What follows belongs to an exercise in optimizing a design on an open flow for small area; a production flow would make more cautious choices. Only simulation tests tie the RTL to the original design; equivalence was not proved. Power and IR drop assume default switching activity.

==> flow/design.v <==
module uart_apb_master(
input wire PCLK,
input wire PRESETn,
output wire o_uart_tx,
input wire i_uart_rx,
output wire PSEL,
output wire PENABLE,
output wire PWRITE,
input wire PREADY,
input wire PSLVERR,
output wire [31:0] PADDR,
output wire [31:0] PWDATA,
input wire [31:0] PRDATA
);
  localparam [2:0] S_RX     = 3'b000;
  localparam [2:0] S_MOVE   = 3'b001;
  localparam [2:0] S_TX     = 3'b010;
  localparam [2:0] S_SETUP  = 3'b100;
  localparam [2:0] S_ACCESS = 3'b110;
  reg  [2:0]  st;
  reg  [8:0]  tmr;       
  reg  [3:0]  bitcnt;    
  reg  [4:0]  charcnt;   
  reg         wflag;
  reg  [31:0] a;
  reg  [31:0] d;
  wire tick     = (tmr == 9'd434);
  wire s_rx     = (st == S_RX);
  wire s_move   = (st == S_MOVE);
  wire s_tx     = (st == S_TX);
  wire s_setup  = (st == S_SETUP);
  wire s_access = (st == S_ACCESS);
  wire rx_wait  = s_rx & (bitcnt == 4'd0) & i_uart_rx;    
  wire b_end    = tick & (bitcnt == 4'd7);                
  wire cmd_end  = (charcnt != 5'd0) & (wflag ? charcnt[4] : charcnt[3]);
  wire tx_first = (charcnt[3:0] == 4'd0);
  wire tx_last  = charcnt[3] & charcnt[0];
  wire rx_shift = s_rx & tick & (bitcnt[3:2] == 2'b11);
  wire rx_corr  = s_rx & tick & (bitcnt == 4'd11) & ~i_uart_rx;
  wire capture  = s_access & PREADY & ~wflag;
  wire tx_shift = s_tx & (bitcnt == 4'd7) & (tmr[8:2] == 7'd0) & ~tx_first;
  wire shift    = rx_shift | (s_move & ~tmr[5]) | capture | tx_shift;
  wire sin      = bitcnt[3] & i_uart_rx;
  wire [31:0] prd;
  genvar g;
  generate
    for (g = 0; g < 32; g = g + 1) begin : perm
      assign prd[(g & ~3) | (3 - (g & 3))] = PRDATA[g];
      assign PADDR[g]  = a[(g & ~3) | (3 - (g & 3))];
      assign PWDATA[g] = d[(g & ~3) | (3 - (g & 3))];
    end
  endgenerate
  always @(posedge PCLK) begin
    if (shift) begin
      a <= {a[30:0], d[31]};
      d <= {d[30:0], sin} | (capture ? prd : 32'd0);
    end else if (rx_corr) begin
      d[3] <= ~d[3];
      d[2] <= d[2] ^ d[3];
      d[1] <= d[1] | (d[2] & d[3]);
      d[0] <= 1'b1;
    end
  end
  always @(posedge PCLK) begin
    if (s_rx & tick & (bitcnt == 4'd15) & (charcnt == 5'd0))
      wflag <= i_uart_rx;
  end
  always @(posedge PCLK) begin
    if (rx_wait)
      tmr <= 9'd217;
    else if (tick | s_access)
      tmr <= 9'd0;
    else
      tmr <= tmr + 9'd1;
  end
  always @(posedge PCLK or negedge PRESETn) begin
    if (!PRESETn)
      bitcnt <= 4'd0;
    else if (s_access | b_end)
      bitcnt <= 4'd0;
    else if (tick)
      bitcnt <= bitcnt - 4'd1;
  end
  always @(posedge PCLK or negedge PRESETn) begin
    if (!PRESETn) begin
      st      <= S_RX;
      charcnt <= 5'd0;
    end else begin
      case (st)
        S_RX: if (b_end) begin
          charcnt <= charcnt + 5'd1;
          if (cmd_end) st <= wflag ? S_SETUP : S_MOVE;
        end
        S_MOVE: if (tmr[5]) st <= S_SETUP;
        S_SETUP: st <= S_ACCESS;
        S_ACCESS: if (PREADY) begin
          st      <= S_TX;
          charcnt <= 5'd0;
        end
        S_TX: if (b_end) begin
          charcnt <= charcnt + 5'd1;
          if (tx_last) begin
            st      <= S_RX;
            charcnt <= 5'd0;
          end
        end
        default: st <= S_RX;
      endcase
    end
  end
  wire [3:0] n = {d[28], d[29], d[30], d[31]};
  wire letter = n[3] & (n[2] | n[1]);
  wire [3:0] v = letter ? (n + 4'd7) : n;
  wire [7:0] hexch = {1'b0, letter, ~letter, ~letter, v};
  wire [7:0] txch = tx_first ? {5'b01110, wflag, 1'b1, wflag} :
                    tx_last  ? 8'h24 : hexch;
  wire txbit = bitcnt[3] ? txch[~bitcnt[2:0]] : bitcnt[0];
  assign o_uart_tx = ~s_tx | txbit;
  assign PSEL      = st[2];
  assign PENABLE   = st[2] & st[1];
  assign PWRITE    = wflag;
endmodule
==> flow/flow/run.sh <==
#!/bin/bash
# Standard ORFS layout; only the port buffer cell and the clock tree options differ.
set -euo pipefail
bash standard.sh \
  BUFFER_PORTS_ARGS="-buffer_cell sky130_fd_sc_hd__buf_1" \
  CTS_ARGS="-sink_clustering_enable -repair_clock_nets -dont_use_dummy_load" \
  finish > flow_make.log 2>&1
==> flow/standard.sh <==
#!/bin/bash
# synth_recipe.tcl (not shown) runs the flow's synth.tcl, then flattens the netlist and writes it again
# the make line also repeats each setting of config.mk as NAME=value (left out here)
make -C /OpenROAD-flow-scripts/flow DESIGN_CONFIG=/design/flow/config.mk WORK_HOME=/design/flow/orfs CLKGATE_MAP_FILE= SYNTH_SCRIPT=/design/flow/synth_recipe.tcl "${@:-finish}"
==> flow/config.mk <==
export PLATFORM = sky130hd
export DESIGN_NAME = uart_apb_master
export DESIGN_NICKNAME = uart_apb_master
export VERILOG_FILES = /design/flow/design.v
export SDC_FILE = /design/flow/constraint.sdc
export NUM_CORES = 4
export LEC_CHECK = 0
export CAP_MARGIN = 20
export CORE_MARGIN = 2
export CORE_UTILIZATION = 40
export SLEW_MARGIN = 20
==> flow/constraint.sdc <==
create_clock -name core_clock -period 20.0 [get_ports {PCLK}]
set_input_delay 4.0000 -clock core_clock [delete_from_list [all_inputs] [get_ports {PCLK}]]
set_output_delay 4.0000 -clock core_clock [all_outputs]
set_load 0.01 [all_outputs]
==> qor.yml <==
drv_cap: 0
status: "complete, no violations"
die_height_um: 99.9
finalWeightedCongestion: 0.785
htree_levels: 3
synthCells: 285
path_class: "register to primary output"
die-area_um2: 9970
yosysWarnings: 1
critical-path-top-delay-family: "compound AO/OA/AOI/OAI gates"
rsz0062_at_grt: "no"
drv_slew: 0
cts_setup_buffers: 0
via_per_inst: 5.28
drive_gt1_share_pct: 5.91
power_density_nw_per_um2: 126
max_slew_margin_pct: 53.0
cp.buffers_inverters: 2
drtIter0Drc: 102
area_growth_syn_to_layout_pct: 16.7
ys_ff_latch: 86
hold_slack_ns: 0.441
clkSlewWorstSetupHoldPaths_ns: 0.10
first_pass_iters: 4
synth.distinct_cells: 49
drt_wl_total_um: 7590
hold_violations: 0
grt_start_max_net_pins: 36
ant_nets: 0
n_antenna_cell: 0
cts.sinks: 86
cts_buffers: 9
syn_area_per_cell_um2: 12.9
antenna_found_initial: 0
synth_ff_type: "edfxtp_1"
routedWlPerCell_um: 15.3
insertion_delay_ns: 0.36
nNetsFinal: 437
fmax_mhz: 160
critPathCaptureType: "primary output"
max_stage_delay_ns: 0.45
path_cells: "inv_1, ha_1, nor3b_1, a31oi_1, a41oi_1, a311oi_1, a211o_1, buf_1"
drc: 0
start_util_pct: 41.7
start_kind: "register"
rows: 34
core_area_um2: 8810
grt_pass1_wl_um: 11900
tightest_slew_ns: 0.705
synth_edf_count: 65
grt_pass1_vias: 2473
hpwl_um: 5410
port_buffers: 103
synth_nets: 331
die_w_um: 99.9
top_level_ports: 105
clockRootBuffer: "clkbuf_8"
setup_viol: 0
layout_min_cycle_time_ns: 6.26
cts_tree: "yes"
skew_ns: 0.0314
overflow: 0
synth-seq-area-share_pct: 66.2
cts_resized: 0
crit_arrival_ns: 2.26
async_flop_share_pct: 14.0
tns_ns: 0
p_leak_nw: 1.60
power_mw: 0.542
grtUsageTotal_pct: 15.3
hold_buffers: 0
vias: 2623
max-vdd-ir-drop_uv: 59.4
fin_crit_sh_pct: 31.3
hp-class: "register to register"
cp.required_ns: 16.00
netlist_area_um2: 3680
worstPathMaxFanout: 7
slowest_stage: "dfrtp_1"
cts.path.max_buffers: 2
-- report_power, final --
group / internal (mW) / switching (mW) / leakage (nW)
Clock: 0.0403 / 0.0535 / 0.0647
Sequential: 0.261 / 0.0357 / 0.818
Combinational: 0.0548 / 0.0963 / 0.720
Total: 0.357 / 0.185 / 1.60
-- Yosys cell counts (2+ instances only) --
cell type	n	area share, %
dfrtp_1	12	8.2
nand4_1	3	0.51
nor3b_1	2	0.41
xor2_1	2	0.48
and2_1	2	0.34
a21o_1	27	5.5
or3_4	2	0.61
xnor2_1	7	1.7
or2_2	3	0.51
or3_1	2	0.34
ha_1	9	3.1
dfxtp_1	9	4.9
edfxtp_1	65	53
nor2b_1	2	0.34
clkbuf_1	8	0.82
a21oi_1	9	1.2
a311oi_1	2	0.48
buf_6	2	0.61
nand2_1	21	2.1
nor4_1	2	0.34
o41ai_1	2	0.48
nand3_1	11	1.5
o21ai_0	11	1.5
mux2i_1	4	1.1
o211ai_1	2	0.41
inv_1	13	1.3
nor3_1	6	0.82
nor2_1	24	2.5
-- cells in the final DEF (no fill, tap or decap), drive strengths merged, types with 4 or more instances in the layout --
cell type / n
inv: 13
a21oi: 9
nor2: 24
xnor2: 7
nand2: 21
buf: 106
edfxtp: 65
ha: 9
a21o: 28
nor3: 6
nand3: 11
o21ai: 11
dfrtp: 12
dfxtp: 9
mux2i: 4
or3: 4
clkbuf: 9
-- final cells by class --
class                   instances  area [um^2]
fillers                       841         4520
clock buffers                   9          124
well taps                     108          135
flip-flops and latches         86         2430
repair buffers                106          409
inverters                      13         48.8
multi-input cells             175         1140
-- metrics by stage --
| step | setup WS, ns | utilization, % | instance area, um^2 | instances |
|---|---|---|---|---|
| after floorplan | 12.57 | - | 3680 | 285 |
| after global placement | 14.16 | 47.3 | 4170 | 488 |
| after detailed placement | 14.11 | 47.3 | 4170 | 488 |
| after CTS | 13.74 | 48.7 | 4290 | 497 |
| after global routing | 13.58 | 48.7 | 4290 | 497 |
| final | 13.74 | 48.7 | 4290 | 497 |
-- cells by family (layout without fill, tap and decap cells) --
group                      count (synthesis)  count (layout)  synth area share [%]
muxes                                      5               5                  1.40
DFF                                       86              86                  66.2
and+or+nand+nor                           86              86                  11.7
adders and majority gates                  9               9                  3.06
buffers and inverters                     24             128                  2.89
AOI/OAI and AO/OA                         66              66                  12.7
xor gates and xnor gates                   9               9                  2.14
-- flip-flops by register name, indices dropped and copies added (netlist names) --
register and flops:
a 32, bitcnt 4, charcnt 5, d 32
st 3, tmr 9, wflag 1
-- worst reg2reg max path, delay by kind of cell, from the launching register on --
family | cells | cell delay, ns
flip-flops | 1 | 0.52
adder cells (fa/ha/maj) | 1 | 0.23
buffers and inverters | 1 | 0.37
AND/OR/NAND/NOR | 5 | 1.37
-- routing by layer --
metal	wire length [um]	up-vias	part of all wire, %	GRT usage, %
li1	-	1261	-	-
met1	3650	1268	48	20.8
met2	3390	79	45	23.5
met3	408	15	5.4	3.41
met4	140	0	1.8	7.27
met5	0	-	0	0
-- final timing paths --
path                            slack [ns]              startpoint                    end  cells after the start
max in group asynchronous            15.87                 PRESETn  bitcnt[2]$_DFFE_PN0P_                      1
worst max register to register       17.21   bitcnt[1]$_DFFE_PN0P_     d[0]$_SDFFCE_PP1P_                      7
worst min-delay path                  0.44         a[20]$_DFFE_PN_        a[21]$_DFFE_PN_                      0
worst min register to register        0.44         a[20]$_DFFE_PN_        a[21]$_DFFE_PN_                      0
min in group asynchronous             3.68                 PRESETn  bitcnt[3]$_DFFE_PN0P_                      1
worst max-delay path                 13.74  charcnt[0]$_DFFE_PN0P_              o_uart_tx                      8

-- what the ideal ports hide --
How much do the figures lean on ideal ports? The routed layout below was timed once more, with nothing changed but the port constraints.
Step 1: set_driving_cell puts a clkbuf_16 on PCLK and a buf_2 on each other input, an assumption about the parent block.
Step 2, shift: input delay + t, output delay - t, t = (earliest + latest rising clock arrival at the registers) / 2. This alone moves slack from input paths to output paths.
Three values: ideal ports, drivers, drivers and shift; two values: the first two.
shift t [ns]: 0.377
setup slack, ns: 13.736 / 13.706 / 14.083
hold WS [ns]: 0.441 / 0.441 / 0.441
worst setup path after step 2: register to output
After both steps setup and hold are still met in this run. For this run, drivers alone change the setup slack by -0.030 ns; drivers and shift together by +0.347 ns.
